From an optimization exercise on the open Yosys and OpenROAD flow, aimed at small area, a short achievable clock period and few clock cycles; shortcuts taken in it are not production practice. Where RTL was checked, it was by simulation tests only, not by an equivalence proof against the original. The clock port is modelled as an ideal driver; clocking choices that lean on that would not hold on a real chip. Power is estimated from default activity; no workload was simulated.

Setup of job 101:
==> flow/design.v <==
`timescale 1ns/10ps
module LBP ( clk, reset, gray_addr, gray_req, gray_ready, gray_data, lbp_addr, lbp_valid, lbp_data, finish);
input   	clk;
input   	reset;
output  [13:0] 	gray_addr;
output reg         	gray_req;
input   	gray_ready;
input   [7:0] 	gray_data;
output reg  [13:0] 	lbp_addr;
output reg  	lbp_valid;
output reg  [7:0] 	lbp_data;
output reg  	finish;
parameter K = 6;               
localparam H = K + 2;          
localparam JW = 3;                
reg [6:0] r, x;                
reg [JW-1:0] j;                
reg [7:0] sr [0:H];            
assign gray_addr = {r, x};
wire colend = (j == 0);
always @(posedge clk or posedge reset) begin
    if (reset) begin
        r <= 7'd1;
        x <= 7'd0;
        j <= 0;
        gray_req <= 1'b0;
        lbp_valid <= 1'b0;
        finish <= 1'b0;
    end else begin
        gray_req <= 1'b1;
        if (colend) begin
            j <= H-1;
            x <= x - 7'd1;
            r <= (x == 7'd0) ? r - 7'd1 : r - (H-1);
        end else begin
            j <= j - 1;
            r <= r + 7'd1;
        end
        lbp_valid <= (j <= H-3) | (r[6:1] == 6'd0);
        finish <= finish | (lbp_valid & (lbp_addr == {7'd126, 7'd1}));
    end
end
function [1:0] cmp2;
    input [7:0] a, b;
    reg [7:0] g, l;
    reg [3:0] g1, l1;
    reg [1:0] g2, l2;
    integer k;
    begin
        g = a & ~b;
        l = ~a & b;
        for (k = 0; k < 4; k = k + 1) begin
            g1[k] = g[2*k+1] | (~l[2*k+1] & g[2*k]);
            l1[k] = l[2*k+1] | (~g[2*k+1] & l[2*k]);
        end
        for (k = 0; k < 2; k = k + 1) begin
            g2[k] = g1[2*k+1] | (~l1[2*k+1] & g1[2*k]);
            l2[k] = l1[2*k+1] | (~g1[2*k+1] & l1[2*k]);
        end
        cmp2[1] = ~(l2[1] | (~g2[1] & l2[0]));
        cmp2[0] = ~(g2[1] | (~l2[1] & g2[0]));
    end
endfunction
wire [7:0] c  = sr[H];
wire [1:0] rdl = cmp2(gray_data, c);
wire [1:0] rlt = cmp2(sr[0], c);
wire [1:0] rul = cmp2(sr[1], c);
wire [1:0] rdn = cmp2(sr[H-1], c);
reg [H:0]   d2;    
reg [H-1:0] d4;    
reg [H-2:0] d7;    
reg         d1;    
wire [7:0] code = {d7[H-2], rdn[1], rdl[1], d4[H-1], rlt[1], d2[H], d1, rul[1]};
wire zero = (r[6:1] == 6'd0) | (x[6:1] == 6'h3f);
integer i;
always @(posedge clk) begin
    sr[0] <= gray_data;
    for (i = 1; i <= H; i = i + 1)
        sr[i] <= sr[i-1];
    d2 <= {d2[H-1:0], rdl[0]};
    d4 <= {d4[H-2:0], rlt[0]};
    d7 <= {d7[H-3:0], rul[0]};
    d1 <= rdn[0];
    lbp_addr <= {r - 7'd1, x + 7'd1};
    lbp_data <= zero ? 8'd0 : code;
end
endmodule
clock: 4.0 ns
lec_check: 0
cap_margin: 20
core_margin: 2
core_utilization: 60
setup_slack_margin: 2.2
slew_margin: 20
standard.sh (not shown) runs the stock make flow with config.mk's settings and CLKGATE_MAP_FILE= SYNTH_SCRIPT=/design/flow/synth_recipe.tcl, a recipe that flattens the netlist after the stock synthesis.
==> flow/flow/run.sh <==
#!/bin/bash
# Standard layout, with the port buffers given as one buffer cell and the
# clock tree built without dummy loads. make's output goes to make.log here.
set -euo pipefail
export BUFFER_PORTS_ARGS="-buffer_cell sky130_fd_sc_hd__buf_2"
export CTS_ARGS="-sink_clustering_enable -repair_clock_nets -dont_use_dummy_load -buf_list sky130_fd_sc_hd__clkbuf_8 -root_buf sky130_fd_sc_hd__clkbuf_16"
bash standard.sh > make.log 2>&1
Job 101 ran to completion and came out clean on the timing, DRC and antenna checks.
Testbench counts of job 101, summed over its fixed seeds: cycles 387,126.
Changes in job 102 relative to job 101:
diff --git a/flow/design.v b/flow/design.v
--- a/flow/design.v
+++ b/flow/design.v
@@ -18,9 +18,12 @@
 reg [7:0] sr [0:H];            
 assign gray_addr = {r, x};
 wire colend = (j == 0);
+wire [6:0] r_down = r + 7'd1;
+wire [6:0] r_top = r - (H-1);
+wire [6:0] r_strip = {r[6:1], 1'b0};
 always @(posedge clk or posedge reset) begin
     if (reset) begin
-        r <= 7'd1;
+        r <= 7'd0;
         x <= 7'd0;
         j <= 0;
         gray_req <= 1'b0;
@@ -31,41 +34,20 @@
         if (colend) begin
             j <= H-1;
             x <= x - 7'd1;
-            r <= (x == 7'd0) ? r - 7'd1 : r - (H-1);
+            r <= (x == 7'd0) ? r_strip : r_top;
         end else begin
             j <= j - 1;
-            r <= r + 7'd1;
+            r <= r_down;
         end
         lbp_valid <= (j <= H-3) | (r[6:1] == 6'd0);
         finish <= finish | (lbp_valid & (lbp_addr == {7'd126, 7'd1}));
     end
 end
-function [1:0] cmp2;
-    input [7:0] a, b;
-    reg [7:0] g, l;
-    reg [3:0] g1, l1;
-    reg [1:0] g2, l2;
-    integer k;
-    begin
-        g = a & ~b;
-        l = ~a & b;
-        for (k = 0; k < 4; k = k + 1) begin
-            g1[k] = g[2*k+1] | (~l[2*k+1] & g[2*k]);
-            l1[k] = l[2*k+1] | (~g[2*k+1] & l[2*k]);
-        end
-        for (k = 0; k < 2; k = k + 1) begin
-            g2[k] = g1[2*k+1] | (~l1[2*k+1] & g1[2*k]);
-            l2[k] = l1[2*k+1] | (~g1[2*k+1] & l1[2*k]);
-        end
-        cmp2[1] = ~(l2[1] | (~g2[1] & l2[0]));
-        cmp2[0] = ~(g2[1] | (~l2[1] & g2[0]));
-    end
-endfunction
 wire [7:0] c  = sr[H];
-wire [1:0] rdl = cmp2(gray_data, c);
-wire [1:0] rlt = cmp2(sr[0], c);
-wire [1:0] rul = cmp2(sr[1], c);
-wire [1:0] rdn = cmp2(sr[H-1], c);
+wire [1:0] rdl = {gray_data >= c, c >= gray_data};
+wire [1:0] rlt = {sr[0] >= c, c >= sr[0]};
+wire [1:0] rul = {sr[1] >= c, c >= sr[1]};
+wire [1:0] rdn = {sr[H-1] >= c, c >= sr[H-1]};
 reg [H:0]   d2;    
 reg [H-1:0] d4;    
 reg [H-2:0] d7;    
STATUS core area: job 102 wins against job 101
Taking job 101 as the reference point, the synthesized cell count of job 102 falls by about 13%.
The relative contribution of combinational cells to total power of job 102 falls short of that of job 101 by 0.7 points.
Area after synthesis: job 102 < job 101
Wire length on met3 (job 101 / job 102): 1.3
Looking at post-synthesis share of cell area spent on and, or, nand and nor gates, job 102 sits 2.0 points below job 101.
Sort job 101 and job 102 by slack of the worst reg-to-reg path asc -> top: job 101
| sequential share of layout area | lower: job 101 |
The shortest period the worst path allows of job 102 is lower than that of job 101.
Looking at met3 capacity usage during global routing across job 101 and job 102, the one that comes out lower is job 101.
For share of the synthesized netlist area taken by xor and xnor gates, job 101 and job 102 come out practically identical.
Testbench counts of job 102, summed over its fixed seeds: cycles 387,126.

========
Setup of branch maple:
RTL: the design.v shown in full above, as it stands there.
clock: 4.0 ns
lec_check: 0
cap_margin: 20
core_margin: 2
core_utilization: 60
setup_slack_margin: 2.1
slew_margin: 20
Scripts as last shown in full above: flow/flow/run.sh
branch maple finished every step from synthesis to the final layout, and the layout passed the timing, DRC and antenna checks.
Testbench counts of branch maple, summed over its fixed seeds: cycles 387,126.
What branch onyx does differently from branch maple at the input level:
==> flow/design.v, changed modules only <==
module LBP ( clk, reset, gray_addr, gray_req, gray_ready, gray_data, lbp_addr, lbp_valid, lbp_data, finish);
input   	clk;
input   	reset;
output  [13:0] 	gray_addr;
output reg         	gray_req;
input   	gray_ready;
input   [7:0] 	gray_data;
output reg  [13:0] 	lbp_addr;
output reg  	lbp_valid;
output reg  [7:0] 	lbp_data;
output reg  	finish;
parameter K = 6;               
localparam H = K + 2;          
localparam JW = 3;                
reg [6:0] r, x;                
reg [JW-1:0] j;                
reg [7:0] sr [0:H];            
assign gray_addr = {r, x};
wire colend = (j == 0);
always @(posedge clk or posedge reset) begin
    if (reset) begin
        r <= 7'd1;
        x <= 7'd0;
        j <= 0;
        gray_req <= 1'b0;
        lbp_valid <= 1'b0;
        finish <= 1'b0;
    end else begin
        gray_req <= 1'b1;
        if (colend) begin
            j <= H-1;
            x <= x - 7'd1;
            r <= (x == 7'd0) ? r - 7'd1 : r - (H-1);
        end else begin
            j <= j - 1;
            r <= r + 7'd1;
        end
        lbp_valid <= (j <= H-3) | (r[6:1] == 6'd0);
        finish <= finish | (lbp_valid & (lbp_addr == {7'd126, 7'd1}));
    end
end
wire [7:0] c  = sr[H];
wire [1:0] rdl = {gray_data >= c, c >= gray_data};
wire [1:0] rlt = {sr[0] >= c, c >= sr[0]};
wire [1:0] rul = {sr[1] >= c, c >= sr[1]};
wire [1:0] rdn = {sr[H-1] >= c, c >= sr[H-1]};
reg [H:0]   d2;    
reg [H-1:0] d4;    
reg [H-2:0] d7;    
reg         d1;    
wire [7:0] code = {d7[H-2], rdn[1], rdl[1], d4[H-1], rlt[1], d2[H], d1, rul[1]};
wire zero = (r[6:1] == 6'd0) | (x[6:1] == 6'h3f);
integer i;
always @(posedge clk) begin
    sr[0] <= gray_data;
    for (i = 1; i <= H; i = i + 1)
        sr[i] <= sr[i-1];
    d2 <= {d2[H-1:0], rdl[0]};
    d4 <= {d4[H-2:0], rlt[0]};
    d7 <= {d7[H-3:0], rul[0]};
    d1 <= rdn[0];
    lbp_addr <= {r - 7'd1, x + 7'd1};
    lbp_data <= zero ? 8'd0 : code;
end
endmodule
--- outcome ---
Between branch onyx and branch maple, the xor-xnor portion of the synthesized cell area figures differ only marginally. Side by side, final core utilization turned out lower in branch onyx than in branch maple. Between branch maple and branch onyx, the layout filler cell count is lower for branch onyx. branch onyx vs branch maple — sum of met2 wire segment lengths after detailed routing dropped by a little under 10%. Power: branch maple and branch onyx compared, lower one is branch onyx. Compared with branch maple, branch onyx shows a lower layout-stage area growth over the synthesis result. [compare] base=branch maple new=branch onyx: maximum frequency went up by about 0.37%, worst slack on hold paths lower, placer's final routability congestion estimate shows a reduction of 0.44%, proportion of cell area occupied by multi-input gates lost 0.46 points. Higher worst path setup slack after routing goes to branch onyx over branch maple. Relative to branch maple, footprint of the multi-input gates has decreased by 3.4% in branch onyx. The longest individual stage delay on the worst path of branch maple and that of branch onyx are within noise of each other. Summary — proportion of synthesized chip area in sequential cells, branch onyx relative to branch maple: higher, by 0.64 points.
For branch onyx, only the layout was checked, not whether the RTL still works.

========
RTL: the design.v shown in full above, as it stands there.
Settings: LEC_CHECK=0, CAP_MARGIN=20, CORE_MARGIN=2, CORE_UTILIZATION=40, CTS_BUF_LIST=sky130_fd_sc_hd__clkbuf_8, SETUP_SLACK_MARGIN=2.1, SLEW_MARGIN=20; clock period 4.0 ns.
==> flow/flow/run.sh <==
#!/bin/bash
# Standard layout, with the port buffers given as buf_2 and the clock tree
# built without dummy loads. make's output goes to make.log here.
set -euo pipefail
export BUFFER_PORTS_ARGS="-buffer_cell sky130_fd_sc_hd__buf_2"
export CTS_ARGS="-sink_clustering_enable -repair_clock_nets -dont_use_dummy_load -buf_list sky130_fd_sc_hd__clkbuf_8"
bash standard.sh > make.log 2>&1
Testbench counts at the start, summed over its fixed seeds: cycles 387,126.
Edit:
--- a/flow/design.v
+++ b/flow/design.v
@@ -12,7 +12,7 @@
 output reg  	finish;
 parameter K = 6;               
 localparam H = K + 2;          
-localparam JW = 3;                
+localparam JW = $clog2(H);
 reg [6:0] r, x;                
 reg [JW-1:0] j;                
 reg [7:0] sr [0:H];            
=> The new run finished with timing, DRC and antenna clean; final area does not change; global-route usage stays the same; clock skew is unchanged; worst setup slack is unchanged; register-to-register slack is about the same; first-iteration DRC count does not change.
Function not checked in the second run of this note: the RTL went through the layout flow alone.

========
run A:
Another version of the RTL of LBP (not shown whole).
Size: ~350 cells after synthesis, ~140 flip-flops.
## LBP
module LBP ( clk, reset, gray_addr, gray_req, gray_ready, gray_data, lbp_addr, lbp_valid, lbp_data, finish);
==> module LBP, before the edit <==
module LBP ( clk, reset, gray_addr, gray_req, gray_ready, gray_data, lbp_addr, lbp_valid, lbp_data, finish);
input   	clk;
input   	reset;
output  [13:0] 	gray_addr;
output reg         	gray_req;
input   	gray_ready;
input   [7:0] 	gray_data;
output reg  [13:0] 	lbp_addr;
output reg  	lbp_valid;
output reg  [7:0] 	lbp_data;
output reg  	finish;
parameter K = 6;               
localparam H = K + 2;          
localparam JW = 3;                
reg [6:0] r, x;                
reg [JW-1:0] j;                
reg [7:0] sr [0:H];            
reg xnz;                       
reg xe;                        
reg rz;                        
assign gray_addr = {r, x};
wire colend = (j == 0);
wire [6:0] r_down = r + 7'd1;
wire [6:0] r_top = r - (H-1);
wire [6:0] r_strip = {r[6:1], 1'b0};
always @(posedge clk or posedge reset) begin
    if (reset) begin
        r <= 7'd0;
        x <= 7'd0;
        j <= 0;
        xnz <= 1'b0;
        xe <= 1'b0;
        rz <= 1'b1;
        gray_req <= 1'b0;
        lbp_valid <= 1'b0;
        finish <= 1'b0;
    end else begin
        gray_req <= 1'b1;
        if (colend) begin
            j <= H-1;
            x <= x - 7'd1;
            xnz <= (x != 7'd1);
            xe <= (x == 7'd127) | !xnz;
            r <= xnz ? r_top : r_strip;
            rz <= xnz ? (r == H-1) | (r == H) : rz;
        end else begin
            j <= j - 1;
            r <= r_down;
            rz <= (r == 7'd0);
        end
        lbp_valid <= (j <= H-3) | rz;
        finish <= finish | (lbp_valid & (lbp_addr == {7'd126, 7'd1}));
    end
end
wire [7:0] c  = sr[H];
function [1:0] cmp2;
    input [7:0] a, b;
    reg [7:0] g, e;
    reg [3:0] g1, e1;
    reg [1:0] g2, e2;
    integer k;
    begin
        g = a & ~b;
        e = ~(a ^ b);
        for (k = 0; k < 4; k = k + 1) begin
            g1[k] = g[2*k+1] | (e[2*k+1] & g[2*k]);
            e1[k] = e[2*k+1] & e[2*k];
        end
        for (k = 0; k < 2; k = k + 1) begin
            g2[k] = g1[2*k+1] | (e1[2*k+1] & g1[2*k]);
            e2[k] = e1[2*k+1] & e1[2*k];
        end
        cmp2[1] = g2[1] | (e2[1] & g2[0]) | (e2[1] & e2[0]);
        cmp2[0] = ~(g2[1] | (e2[1] & g2[0]));
    end
endfunction
wire [1:0] rdl = cmp2(gray_data, c);
wire [1:0] rlt = cmp2(sr[0], c);
wire [1:0] rul = cmp2(sr[1], c);
wire [1:0] rdn = cmp2(sr[H-1], c);
reg [H:0]   d2;    
reg [H-1:0] d4;    
reg [H-2:0] d7;    
reg         d1;    
wire [7:0] code = {d7[H-2], rdn[1], rdl[1], d4[H-1], rlt[1], d2[H], d1, rul[1]};
wire zero = rz | xe;
integer i;
always @(posedge clk) begin
    sr[0] <= gray_data;
    for (i = 1; i <= H; i = i + 1)
        sr[i] <= sr[i-1];
    d2 <= {d2[H-1:0], rdl[0]};
    d4 <= {d4[H-2:0], rlt[0]};
    d7 <= {d7[H-3:0], rul[0]};
    d1 <= rdn[0];
    lbp_addr <= {r - 7'd1, x + 7'd1};
    lbp_data <= zero ? 8'd0 : code;
end
endmodule
Settings: LEC_CHECK=0, CAP_MARGIN=20, CORE_MARGIN=2, CORE_UTILIZATION=60, PLACE_DENSITY=0.8, SETUP_SLACK_MARGIN=2.35, SLEW_MARGIN=20; clock period 4.0 ns.
==> flow/flow/run.sh <==
#!/bin/bash
# Standard layout, with the port buffers given as one buffer cell and the
# clock tree built by flow/clock_tree.tcl in place of TritonCTS's.
# make's output goes to make.log here; ORFS's per-step logs stay in orfs/logs.
set -euo pipefail
export BUFFER_PORTS_ARGS="-buffer_cell sky130_fd_sc_hd__buf_2"
export PRE_CTS_TCL="$PWD/flow/clock_tree.tcl"
export FLOW_TREE_NB=4
export FLOW_TREE_CELL=sky130_fd_sc_hd__clkbuf_16
bash standard.sh > make.log 2>&1
Other scripts of this flow, unchanged in this note and not shown: flow/flow/clock_tree.tcl
Testbench counts of run A, summed over its fixed seeds: cycles 387,126.
Edits applied to the flow inputs when going from run A to run B:
--- a/flow/design.v
+++ b/flow/design.v
@@ -6,21 +6,24 @@
 output reg         	gray_req;
 input   	gray_ready;
 input   [7:0] 	gray_data;
 output reg  [13:0] 	lbp_addr;
 output reg  	lbp_valid;
-output reg  [7:0] 	lbp_data;
+output  [7:0] 	lbp_data;
 output reg  	finish;
 parameter K = 6;               
 localparam H = K + 2;          
 localparam JW = 3;                
 reg [6:0] r, x;                
 reg [JW-1:0] j;                
 reg [7:0] sr [0:H];            
 reg xnz;                       
 reg xe;                        
 reg rz;                        
+reg [7:0] lq;                  
+reg zq;                        
+assign lbp_data = {lq[7:6], lq[5] & !zq, lq[4:0]};
 assign gray_addr = {r, x};
 wire colend = (j == 0);
 wire [6:0] r_down = r + 7'd1;
 wire [6:0] r_top = r - (H-1);
 wire [6:0] r_strip = {r[6:1], 1'b0};
@@ -93,8 +96,9 @@
     d2 <= {d2[H-1:0], rdl[0]};
     d4 <= {d4[H-2:0], rlt[0]};
     d7 <= {d7[H-3:0], rul[0]};
     d1 <= rdn[0];
     lbp_addr <= {r - 7'd1, x + 7'd1};
-    lbp_data <= zero ? 8'd0 : code;
+    lq <= {zero ? 2'b0 : code[7:6], code[5], zero ? 5'b0 : code[4:0]};
+    zq <= zero;
 end
 endmodule
- In run B, detailed-route via count is higher than in run A.
- Against run A as the reference, run B delivers a higher total power.
- Run A → run B: gate count after technology mapping moved up; worst slew slack as a fraction of its limit lower; wire length of the first global-routing pass rose by about 6.5%; part of the power in the clock network fell 0.5 points; number of detailed-routing iterations run before antenna repair saw little to no change.
No functional check of the RTL was part of run B.

[re-timing with driven ports]
Ports are ideal in the flow. The routed layouts listed here were re-timed in OpenROAD.
Step 1, drivers: a clkbuf_16 drives clk and a buf_2 each remaining input, both assumed.
Step 2 times the ports against the registers' clock, not the clock port: input delays grow and output delays shrink by t, the midpoint of the rising clock arrivals with the driver on.
Slacks: ideal ports / drivers / drivers and shift; pairs: ideal ports / drivers.
run	t (ns)	setup WS [ns]	worst setup path at the end	latest minus earliest clock arrival (ns)	worst register clock-pin slew, ns
job 101	0.384	2.214 / 2.178 / 1.873	input to register	0.033 / 0.033	0.08 / 0.08
job 102	0.375	2.238 / 2.207 / 2.021	input to register	0.028 / 0.028	0.08 / 0.08
branch maple	0.370	2.165 / 2.132 / 1.885	input to register	0.027 / 0.028	0.08 / 0.08
branch onyx	0.378	2.172 / 2.138 / 1.902	input to register	0.032 / 0.031	0.08 / 0.08
the first run of note 3	0.448	2.131 / 2.096 / 1.875	input to register	0.034 / 0.034	0.08 / 0.08
the second run of note 3	0.448	2.131 / 2.096 / 1.875	input to register	0.034 / 0.034	0.08 / 0.08
run A	0.249	2.336 / 2.279 / 2.129	input to register	0.013 / 0.014	0.12 / 0.12
run B	0.249	2.340 / 2.265 / 2.266	input to register	0.018 / 0.017	0.12 / 0.12
After both steps setup and hold are still met in every run listed. For job 101, which loses most, drivers alone change the setup slack by -0.036 ns; drivers and shift together by -0.341 ns.
